This design comes from an exercise in tuning for small area, a short achievable clock period and few clock cycles on the open sky130 flow, not from production work.
In this exercise RTL edits were held to simulation tests only and were not proved equivalent to the original.

==> job 2971 <==
Design mips_cpu_bus, start of the top module:
module mips_cpu_bus(
    input logic clk,
    input logic reset,
    output logic active,
    output logic[31:0] register_v0,
    output logic[31:0] address,
    output logic write,
    output logic read,
    input logic waitrequest,
    output logic[31:0] writedata,
    output logic[3:0] byteenable,
    input logic[31:0] readdata
);
    localparam [29:0] RESET_PC = 30'h2FF00000;    
    logic        qv, qd, qw;
    logic [29:0] qa;
    logic [3:0]  qbe;
    assign address    = {qa, 2'b00};
    assign read       = qv & !qw;
    assign write      = qv & qw;
    assign byteenable = qbe;
    assign writedata  = mres;        
    wire acc = qv & !waitrequest;
    logic [29:0] fpc;           
    logic        arr;           
    logic [1:0]  nq;            
    logic [31:0] iq0, iq1;
    logic [29:0] dpc;           
    logic        dsk;           
    logic        halting;
    logic        ev;
    logic [31:0] ea, eb;
    logic [25:0] ei;
    logic [4:0]  edst;
  ...
==> module mips_cpu_multiplier, before the edit <==
module mips_cpu_multiplier(
    input  logic        clk,
    input  logic        reset,
    input  logic        start,
    input  logic        is_div,
    input  logic        sign,
    input  logic [31:0] a,
    input  logic [31:0] b,
    input  logic        wr_hi,
    input  logic        wr_lo,
    output logic        busy,
    output logic [31:0] hi,
    output logic [31:0] lo
);
    localparam S_IDLE = 4'd0, S_ABS1 = 4'd1, S_ABS2 = 4'd2, S_MUL = 4'd3,
               S_NORM = 4'd4, S_DIV = 4'd5, S_NEGH = 4'd6, S_NEGL = 4'd7,
               S_NRM4 = 4'd8, S_DCHK = 4'd9, S_MFIX = 4'd10;
    logic [3:0]  st;
    logic        div, negq, negr, negb, mfix;
    logic [32:0] m;          
    logic [3:0]  hx;         
    logic        bp;         
    logic [5:0]  cnt;
    assign busy = (st != S_IDLE);
    wire bneg = lo[1] & !(lo[0] & bp);
    wire bone = lo[0] ^ bp;
    wire btwo = (lo[1] & !lo[0] & !bp) | (!lo[1] & lo[0] & bp);
    wire [35:0] mx  = {{3{m[32]}}, m};
    wire [35:0] bsel = ({36{bone}} & mx) | ({36{btwo}} & {mx[34:0], 1'b0});
    logic [35:0] ax, ay;
    logic        aci;
    always_comb begin
        ax = {4'd0, hi}; ay = ~{3'd0, m}; aci = 1'b1;
        case (st)
            S_ABS1: begin ax = 36'd0; ay = ~{4'd0, hi}; end
            S_ABS2: begin ax = 36'd0; ay = ~{3'd0, m}; end
            S_MUL:  begin ax = {hx, hi}; ay = bneg ? ~bsel : bsel; aci = bneg; end
            S_MFIX: begin ax = {hx, hi}; ay = mx; aci = 1'b0; end
            S_NORM: begin ay = ~{3'd0, m[31:0], 1'b0}; end
            S_NRM4: begin ay = ~{m[31:0], 4'b0}; end
            S_NEGH: begin ax = 36'd0; ay = ~{4'd0, hi}; end
            S_NEGL: begin ax = 36'd0; ay = ~{4'd0, lo}; end
            default: ;    
        endcase
    end
    wire [36:0] asum = {1'b0, ax} + {1'b0, ay} + {36'd0, aci};
    wire ge = asum[36];      
    always_ff @(posedge clk) begin
        if (reset) begin
            st <= S_IDLE;
            hi <= 32'd0;
            lo <= 32'd0;
        end else if (start) begin
            if ((a == 32'd0) | (b == 32'd0)) begin
                hi <= 32'd0;
                lo <= 32'd0;
                st <= S_IDLE;
            end else if (is_div) begin
                div  <= 1'b1;
                negb <= sign & b[31];
                negq <= sign & (a[31] ^ b[31]);
                negr <= sign & a[31];
                m    <= {1'b0, b};
                cnt  <= 6'd0;
                hi   <= a;
                lo   <= 32'd0;
                st   <= (sign & a[31]) ? S_ABS1 : (sign & b[31]) ? S_ABS2 : S_DCHK;
            end else begin
                div  <= 1'b0;
                m    <= {sign & a[31], a};
                mfix <= !sign & b[31];
                hi   <= 32'd0;
                hx   <= 4'd0;
                lo   <= b;
                bp   <= 1'b0;
                cnt  <= 6'd0;
                st   <= S_MUL;
            end
        end else begin
            case (st)
                S_IDLE: begin
                    if (wr_hi) hi <= a;
                    if (wr_lo) lo <= a;
                end
                S_ABS1: begin
                    hi <= asum[31:0];
                    st <= negb ? S_ABS2 : S_DCHK;
                end
                S_ABS2: begin
                    m  <= {1'b0, asum[31:0]};
                    st <= S_DCHK;
                end
                S_MUL: begin
                    {hx, hi} <= {{2{asum[35]}}, asum[35:2]};
                    lo  <= {asum[1:0], lo[31:2]};
                    bp  <= lo[1];
                    cnt <= cnt + 6'd1;
                    if (cnt == 6'd15) st <= mfix ? S_MFIX : S_IDLE;
                end
                S_MFIX: begin
                    hi <= asum[31:0];
                    st <= S_IDLE;
                end
                S_DCHK: begin
                    if (!ge) st <= negr ? S_NEGH : S_IDLE;
                    else     st <= S_NRM4;
                end
                S_NRM4: begin
                    if (m[31:28] == 4'd0 && ge) begin
                        m   <= {1'b0, m[27:0], 4'b0};
                        cnt <= cnt + 6'd4;
                    end else begin
                        st <= S_NORM;
                    end
                end
                S_NORM: begin
                    if (!m[31] && ge) begin
                        m   <= {1'b0, m[30:0], 1'b0};
                        cnt <= cnt + 6'd1;
                    end else begin
                        st <= S_DIV;
                    end
                end
                S_DIV: begin
                    if (ge) hi <= asum[31:0];
                    lo  <= {lo[30:0], ge};
                    m   <= {2'b0, m[31:1]};
                    cnt <= cnt - 6'd1;
                    if (cnt == 6'd0)
                        st <= negq ? S_NEGL : (negr ? S_NEGH : S_IDLE);
                end
                S_NEGL: begin
                    lo <= asum[31:0];
                    st <= negr ? S_NEGH : S_IDLE;
                end
                S_NEGH: begin
                    hi <= asum[31:0];
                    st <= S_IDLE;
                end
                default: st <= S_IDLE;
            endcase
        end
    end
endmodule
Settings: LEC_CHECK=0, CAP_MARGIN=20, CORE_MARGIN=2, CORE_UTILIZATION=50, CTS_CLUSTER_DIAMETER=120, CTS_CLUSTER_SIZE=20, SLEW_MARGIN=20; clock period 12.5 ns.
standard.sh (not shown) runs the stock make flow with config.mk's settings and CLKGATE_MAP_FILE= SYNTH_SCRIPT=/design/flow/synth_recipe.tcl, a recipe that flattens the netlist after the stock synthesis.
==> flow/flow/run.sh <==
#!/bin/bash
# Layout flow: the standard ORFS flow (standard synthesis unchanged), with
# repair_timing aiming below the design's clock period, and real buffers
# (not delay cells) on the ports. Each tool's output goes to flow.log.
set -euo pipefail
MARGIN=$(cat flow/margin.txt 2>/dev/null || echo 7)
sed -e "s#\"\${@:-finish}\"#SETUP_SLACK_MARGIN=${MARGIN} BUFFER_PORTS_ARGS=\"-buffer_cell sky130_fd_sc_hd__buf_4\" \"\${@:-finish}\"#" \
    standard.sh > my_standard.sh
cat my_standard.sh > my_standard_sh.log
bash my_standard.sh > flow.log 2>&1
==> flow/flow/margin.txt <==
7
==> inputs of job 9789, as changes to job 2971 <==
--- a/flow/design.v
+++ b/flow/design.v
@@ -471,132 +471,115 @@
     input  logic        wr_lo,
     output logic        busy,
     output logic [31:0] hi,
     output logic [31:0] lo
 );
     localparam S_IDLE = 4'd0, S_ABS1 = 4'd1, S_ABS2 = 4'd2, S_MUL = 4'd3,
                S_NORM = 4'd4, S_DIV = 4'd5, S_NEGH = 4'd6, S_NEGL = 4'd7,
-               S_NRM4 = 4'd8, S_DCHK = 4'd9, S_MFIX = 4'd10;
+               S_NRM4 = 4'd8, S_DCHK = 4'd9;
     logic [3:0]  st;
-    logic        div, negq, negr, negb, mfix;
-    logic [32:0] m;          
-    logic [3:0]  hx;         
-    logic        bp;         
+    logic        div, negq, negr, nega, negb;
+    logic [31:0] m;
     logic [5:0]  cnt;
+    logic        lcy;
     assign busy = (st != S_IDLE);
-    wire bneg = lo[1] & !(lo[0] & bp);
-    wire bone = lo[0] ^ bp;
-    wire btwo = (lo[1] & !lo[0] & !bp) | (!lo[1] & lo[0] & bp);
-    wire [35:0] mx  = {{3{m[32]}}, m};
-    wire [35:0] bsel = ({36{bone}} & mx) | ({36{btwo}} & {mx[34:0], 1'b0});
-    logic [35:0] ax, ay;
+    logic [31:0] ax, ay;
     logic        aci;
+    logic [32:0] asum;
     always_comb begin
-        ax = {4'd0, hi}; ay = ~{3'd0, m}; aci = 1'b1;
+        ax = 32'd0; ay = ~m; aci = 1'b1;
         case (st)
-            S_ABS1: begin ax = 36'd0; ay = ~{4'd0, hi}; end
-            S_ABS2: begin ax = 36'd0; ay = ~{3'd0, m}; end
-            S_MUL:  begin ax = {hx, hi}; ay = bneg ? ~bsel : bsel; aci = bneg; end
-            S_MFIX: begin ax = {hx, hi}; ay = mx; aci = 1'b0; end
-            S_NORM: begin ay = ~{3'd0, m[31:0], 1'b0}; end
-            S_NRM4: begin ay = ~{m[31:0], 4'b0}; end
-            S_NEGH: begin ax = 36'd0; ay = ~{4'd0, hi}; end
-            S_NEGL: begin ax = 36'd0; ay = ~{4'd0, lo}; end
-            default: ;    
+            S_ABS1: begin ax = 32'd0; ay = div ? ~hi : ~lo; aci = 1'b1; end
+            S_ABS2: begin ax = 32'd0; ay = ~m;              aci = 1'b1; end
+            S_MUL:  begin ax = hi;    ay = lo[0] ? m : 32'd0; aci = 1'b0; end
+            S_NORM: begin ax = hi;    ay = ~{m[30:0], 1'b0}; aci = 1'b1; end
+            S_NRM4: begin ax = hi;    ay = ~{m[27:0], 4'b0}; aci = 1'b1; end
+            S_DIV,
+            S_DCHK: begin ax = hi;    ay = ~m;              aci = 1'b1; end
+            S_NEGH: begin ax = 32'd0; ay = ~hi; aci = div | lcy; end
+            S_NEGL: begin ax = 32'd0; ay = ~lo;             aci = 1'b1; end
+            default: ;
         endcase
     end
-    wire [36:0] asum = {1'b0, ax} + {1'b0, ay} + {36'd0, aci};
-    wire ge = asum[36];      
+    assign asum = {1'b0, ax} + {1'b0, ay} + {32'd0, aci};
     always_ff @(posedge clk) begin
         if (reset) begin
             st <= S_IDLE;
             hi <= 32'd0;
             lo <= 32'd0;
         end else if (start) begin
             if ((a == 32'd0) | (b == 32'd0)) begin
                 hi <= 32'd0;
                 lo <= 32'd0;
                 st <= S_IDLE;
-            end else if (is_div) begin
-                div  <= 1'b1;
+            end else begin
+                div  <= is_div;
+                nega <= sign & a[31];
                 negb <= sign & b[31];
                 negq <= sign & (a[31] ^ b[31]);
                 negr <= sign & a[31];
-                m    <= {1'b0, b};
-                cnt  <= 6'd0;
-                hi   <= a;
-                lo   <= 32'd0;
-                st   <= (sign & a[31]) ? S_ABS1 : (sign & b[31]) ? S_ABS2 : S_DCHK;
-            end else begin
-                div  <= 1'b0;
-                m    <= {sign & a[31], a};
-                mfix <= !sign & b[31];
-                hi   <= 32'd0;
-                hx   <= 4'd0;
-                lo   <= b;
-                bp   <= 1'b0;
+                m    <= b;
                 cnt  <= 6'd0;
-                st   <= S_MUL;
+                if (is_div) begin hi <= a;     lo <= 32'd0; end
+                else        begin hi <= 32'd0; lo <= a;     end
+                st <= (sign & a[31]) ? S_ABS1 :
+                      (sign & b[31]) ? S_ABS2 :
+                      is_div ? S_DCHK : S_MUL;
             end
         end else begin
             case (st)
                 S_IDLE: begin
                     if (wr_hi) hi <= a;
                     if (wr_lo) lo <= a;
                 end
                 S_ABS1: begin
-                    hi <= asum[31:0];
-                    st <= negb ? S_ABS2 : S_DCHK;
+                    if (div) hi <= asum[31:0]; else lo <= asum[31:0];
+                    st <= negb ? S_ABS2 : (div ? S_DCHK : S_MUL);
                 end
                 S_ABS2: begin
-                    m  <= {1'b0, asum[31:0]};
-                    st <= S_DCHK;
+                    m  <= asum[31:0];
+                    st <= div ? S_DCHK : S_MUL;
                 end
                 S_MUL: begin
-                    {hx, hi} <= {{2{asum[35]}}, asum[35:2]};
-                    lo  <= {asum[1:0], lo[31:2]};
-                    bp  <= lo[1];
+                    {hi, lo} <= {asum[32:0], lo[31:1]};
                     cnt <= cnt + 6'd1;
-                    if (cnt == 6'd15) st <= mfix ? S_MFIX : S_IDLE;
-                end
-                S_MFIX: begin
-                    hi <= asum[31:0];
-                    st <= S_IDLE;
+                    if (cnt == 6'd31) st <= negq ? S_NEGL : S_IDLE;
                 end
                 S_DCHK: begin
-                    if (!ge) st <= negr ? S_NEGH : S_IDLE;
-                    else     st <= S_NRM4;
+                    if (!asum[32]) st <= negr ? S_NEGH : S_IDLE;
+                    else           st <= S_NRM4;
                 end
                 S_NRM4: begin
-                    if (m[31:28] == 4'd0 && ge) begin
-                        m   <= {1'b0, m[27:0], 4'b0};
+                    if (m[31:28] == 4'd0 && asum[32]) begin
+                        m   <= {m[27:0], 4'b0};
                         cnt <= cnt + 6'd4;
                     end else begin
                         st <= S_NORM;
                     end
                 end
                 S_NORM: begin
-                    if (!m[31] && ge) begin
-                        m   <= {1'b0, m[30:0], 1'b0};
+                    if (!m[31] && asum[32]) begin
+                        m   <= {m[30:0], 1'b0};
                         cnt <= cnt + 6'd1;
                     end else begin
                         st <= S_DIV;
                     end
                 end
                 S_DIV: begin
-                    if (ge) hi <= asum[31:0];
-                    lo  <= {lo[30:0], ge};
-                    m   <= {2'b0, m[31:1]};
+                    if (asum[32]) hi <= asum[31:0];
+                    lo  <= {lo[30:0], asum[32]};
+                    m   <= {1'b0, m[31:1]};
                     cnt <= cnt - 6'd1;
                     if (cnt == 6'd0)
                         st <= negq ? S_NEGL : (negr ? S_NEGH : S_IDLE);
                 end
                 S_NEGL: begin
-                    lo <= asum[31:0];
-                    st <= negr ? S_NEGH : S_IDLE;
+                    lo  <= asum[31:0];
+                    lcy <= asum[32];
+                    st  <= (!div | negr) ? S_NEGH : S_IDLE;
                 end
                 S_NEGH: begin
                     hi <= asum[31:0];
                     st <= S_IDLE;
                 end
                 default: st <= S_IDLE;
             endcase
==> inputs of job 9766, as changes to job 2971 <==
--- a/flow/design.v
+++ b/flow/design.v
@@ -39,14 +39,15 @@
     logic [2:0]  eimmt;
     logic [3:0]  ealu;
     logic        eload, estore, elink;
     logic [2:0]  emt;
     logic        ebr, ejmp, ejr;
     logic [2:0]  ebt;
     logic        emfhi, emflo, emthi, emtlo, emul, ediv, emsign;
+    logic        epred;         
     logic        mv, mmem, mload;
     logic [4:0]  mdst;
     logic [31:0] mres;
     logic [2:0]  mmt;
     logic [1:0]  moff;
     logic        wv, wload;
     logic [4:0]  wdst;
@@ -175,15 +176,18 @@
             3'b110:  br_cond = a_neg | a_zero;       
             3'b111:  br_cond = !a_neg & !a_zero;     
             3'b000:  br_cond = a_neg;                
             default: br_cond = !a_neg;               
         endcase
     end
     wire        e_taken = ev & (ejmp | ejr | (ebr & br_cond));
-    wire [29:0] bta     = dpc + {{14{ei[15]}}, ei[15:0]};
+    wire        sel_e   = ev & (ebr | ejmp | ejr);
+    wire [15:0] t_imm   = sel_e ? ei[15:0] : di[15:0];
+    wire [30:0] t_sum   = {dpc, 1'b1} + {{14{t_imm[15]}}, t_imm, !sel_e};
+    wire [29:0] bta     = t_sum[30:1];
     wire [29:0] target  = ejr ? opa[31:2] : ejmp ? {dpc[29:26], ei[25:0]} : bta;
     wire q_free   = !qv | acc | !qd;
     wire m_done   = mv & (!mmem | (acc & qd));
     wire m_free   = !mv | m_done;
     wire e_md_stall = (emthi | emtlo | emfhi | emflo) & md_busy;
     wire e_mem      = eload | estore;
     wire e_cti      = ebr | ejmp | ejr;
@@ -206,20 +210,26 @@
     wire aw_d  = !fa_e & fa_m & m_done;
     wire aw2_d = !fa_e & !fa_m & fa_w;
     wire bm_d  = fb_e | (fb_m & !m_done);
     wire bw_d  = !fb_e & fb_m & m_done;
     wire bw2_d = !fb_e & !fb_m & fb_w;
     wire lda_d = fa_e ? eload : mload;
     wire ldb_d = fb_e ? eload : mload;
-    wire redirect = e_done & e_taken;
+    wire redirect = e_done & (epred ? !e_taken : e_taken);
+    wire [29:0] rtarget = epred ? dpc1 : target;
     wire [1:0] nq_next_raw = nq + {1'b0, arr} - {1'b0, d_adv};
     wire s0 = (nq == 2'd0) & !arr;                  
     wire s1 = ((nq == 2'd0) & arr) | ((nq == 2'd1) & !arr);
     wire af = acc & !qd;                            
     wire q0 = qv & !qd & (qa == 30'd0);
+    wire d_pred = ((d_br4 | d_regimm) & di[15]) | d_j | d_jal;
+    wire [29:0] d_ptgt = (d_j | d_jal) ? {dpc1[29:26], di[25:0]} : bta;
+    wire n_after = !s0 & !s1;                       
+    wire pred_fire = d_adv & d_pred & (n_after | af) & q_free & !sel_e &
+                     !(e_done & e_mem) & !redirect;
     wire fetch_ok = !halting && !q0 && !redirect &&
                     (d_adv ? !(!s0 & !s1 & af) : (s0 | (s1 & !af)));
     wire [29:0] nfa = (acc & !qd) ? qa + 30'd1 : fpc;
     wire [1:0] boff = agu[1:0];
     logic [3:0] be_mem;
     always_comb begin
         case (emt[1:0])
@@ -295,27 +305,34 @@
                 qw  <= estore;
                 qa  <= agu[31:2];
                 qbe <= be_mem;
             end else if (redirect) begin
                 qv  <= 1'b1;
                 qd  <= 1'b0;
                 qw  <= 1'b0;
-                qa  <= target;
+                qa  <= rtarget;
+                qbe <= 4'b1111;
+            end else if (pred_fire) begin
+                qv  <= 1'b1;
+                qd  <= 1'b0;
+                qw  <= 1'b0;
+                qa  <= d_ptgt;
                 qbe <= 4'b1111;
             end else if (q_free) begin
                 qv  <= fetch_ok;
                 qd  <= 1'b0;
                 qw  <= 1'b0;
                 qa  <= nfa;
                 qbe <= 4'b1111;
             end
             if (acc & !qd) fpc <= qa + 30'd1;
-            if (redirect)  fpc <= target;
+            if (redirect)  fpc <= rtarget;
+            else if (pred_fire) fpc <= d_ptgt;
             if (q0) halting <= 1'b1;
-            arr <= acc & !qd & !redirect & !q0;
+            arr <= acc & !qd & !redirect & !q0 & !(pred_fire & n_after);
             if (redirect) begin
                 if (d_adv) nq <= 2'd0;
                 else begin
                     nq  <= 2'd1;
                     iq0 <= di;
                 end
             end else begin
@@ -323,15 +340,15 @@
                 case (nq)
                     2'd0: if (arr & !d_adv) iq0 <= readdata;
                     2'd1: if (d_adv) begin if (arr) iq0 <= readdata; end
                           else if (arr) iq1 <= readdata;
                     default: if (d_adv) begin iq0 <= iq1; if (arr) iq1 <= readdata; end
                 endcase
             end
-            if (redirect) begin
+            if (e_done & e_taken) begin
                 dpc <= target;
                 dsk <= !d_adv;
             end else if (d_adv) begin
                 if (dsk) dsk <= 1'b0;
                 else     dpc <= dpc1;
             end
             if (e_free) ev <= d_adv;
@@ -358,14 +375,15 @@
             emfhi <= d_mfhi;
             emflo <= d_mflo;
             emthi <= d_mthi;
             emtlo <= d_mtlo;
             emul  <= d_mul;
             ediv  <= d_div;
             emsign<= !d_fn[0];
+            epred <= pred_fire;
         end
         ea <= d_adv ? rf_a : opa;
         eb <= d_adv ? rf_b : opb;
         if (d_adv) begin
             am <= am_d; aw <= aw_d; aw2 <= aw2_d; an <= !(am_d | aw_d | aw2_d);
             bm <= bm_d; bw <= bw_d; bw2 <= bw2_d; bn <= !(bm_d | bw_d | bw2_d) & !d_immalu;
             bi <= d_immalu;
Settings changed: CAP_MARGIN 20 to 30, SLEW_MARGIN 20 to 30.
==> summary of the runs <==
- Routed wire length, lowest first: job 9789, job 2971, job 9766.
- The highest worst setup slack belongs to job 9789, the lowest to job 9766.
- Area after synthesis, lowest first: job 9789, job 2971, job 9766.
- Die area: job 9789 is lower than job 2971 (about 0.8%).
Testbench counts of job 2971, summed over its fixed seeds: cycles 115,907.
Testbench counts of job 9789, summed over its fixed seeds: cycles 118,396.
Testbench counts of job 9766, summed over its fixed seeds: cycles 113,906.

## what the ideal ports hide
The results above use ideal ports. As a check the final layouts listed here were re-extracted and re-timed, cells and wires unchanged.
Step 1: set_driving_cell puts a clkbuf_16 on clk and a buf_2 on each other input, an assumption about the parent block.
Step 2 moves the port delays by t, midway between the first and last clock arrival at a register: inputs arrive t later, outputs are due t later. That takes back most of the time a late clock gives input paths.
a / b / c = ideal / step 1 / step 2; a / b = the first two.
| run | shift t [ns] | setup WS [ns] | hold WS [ns] | worst setup path after step 2 |
|---|---|---|---|---|
| job 2971 | 0.900 | 6.736 / 6.812 / 5.912 | 0.354 / 0.354 / 0.354 | input to register |
| job 9789 | 0.879 | 6.856 / 6.924 / 6.045 | 0.338 / 0.338 / 0.338 | input to register |
| job 9766 | 0.898 | 6.731 / 6.731 / 5.882 | 0.358 / 0.358 / 0.358 | input to register |
After both steps every run listed still meets setup and hold. For job 9766, which loses most, drivers alone change the setup slack by 0.000 ns; drivers and shift together by -0.849 ns.
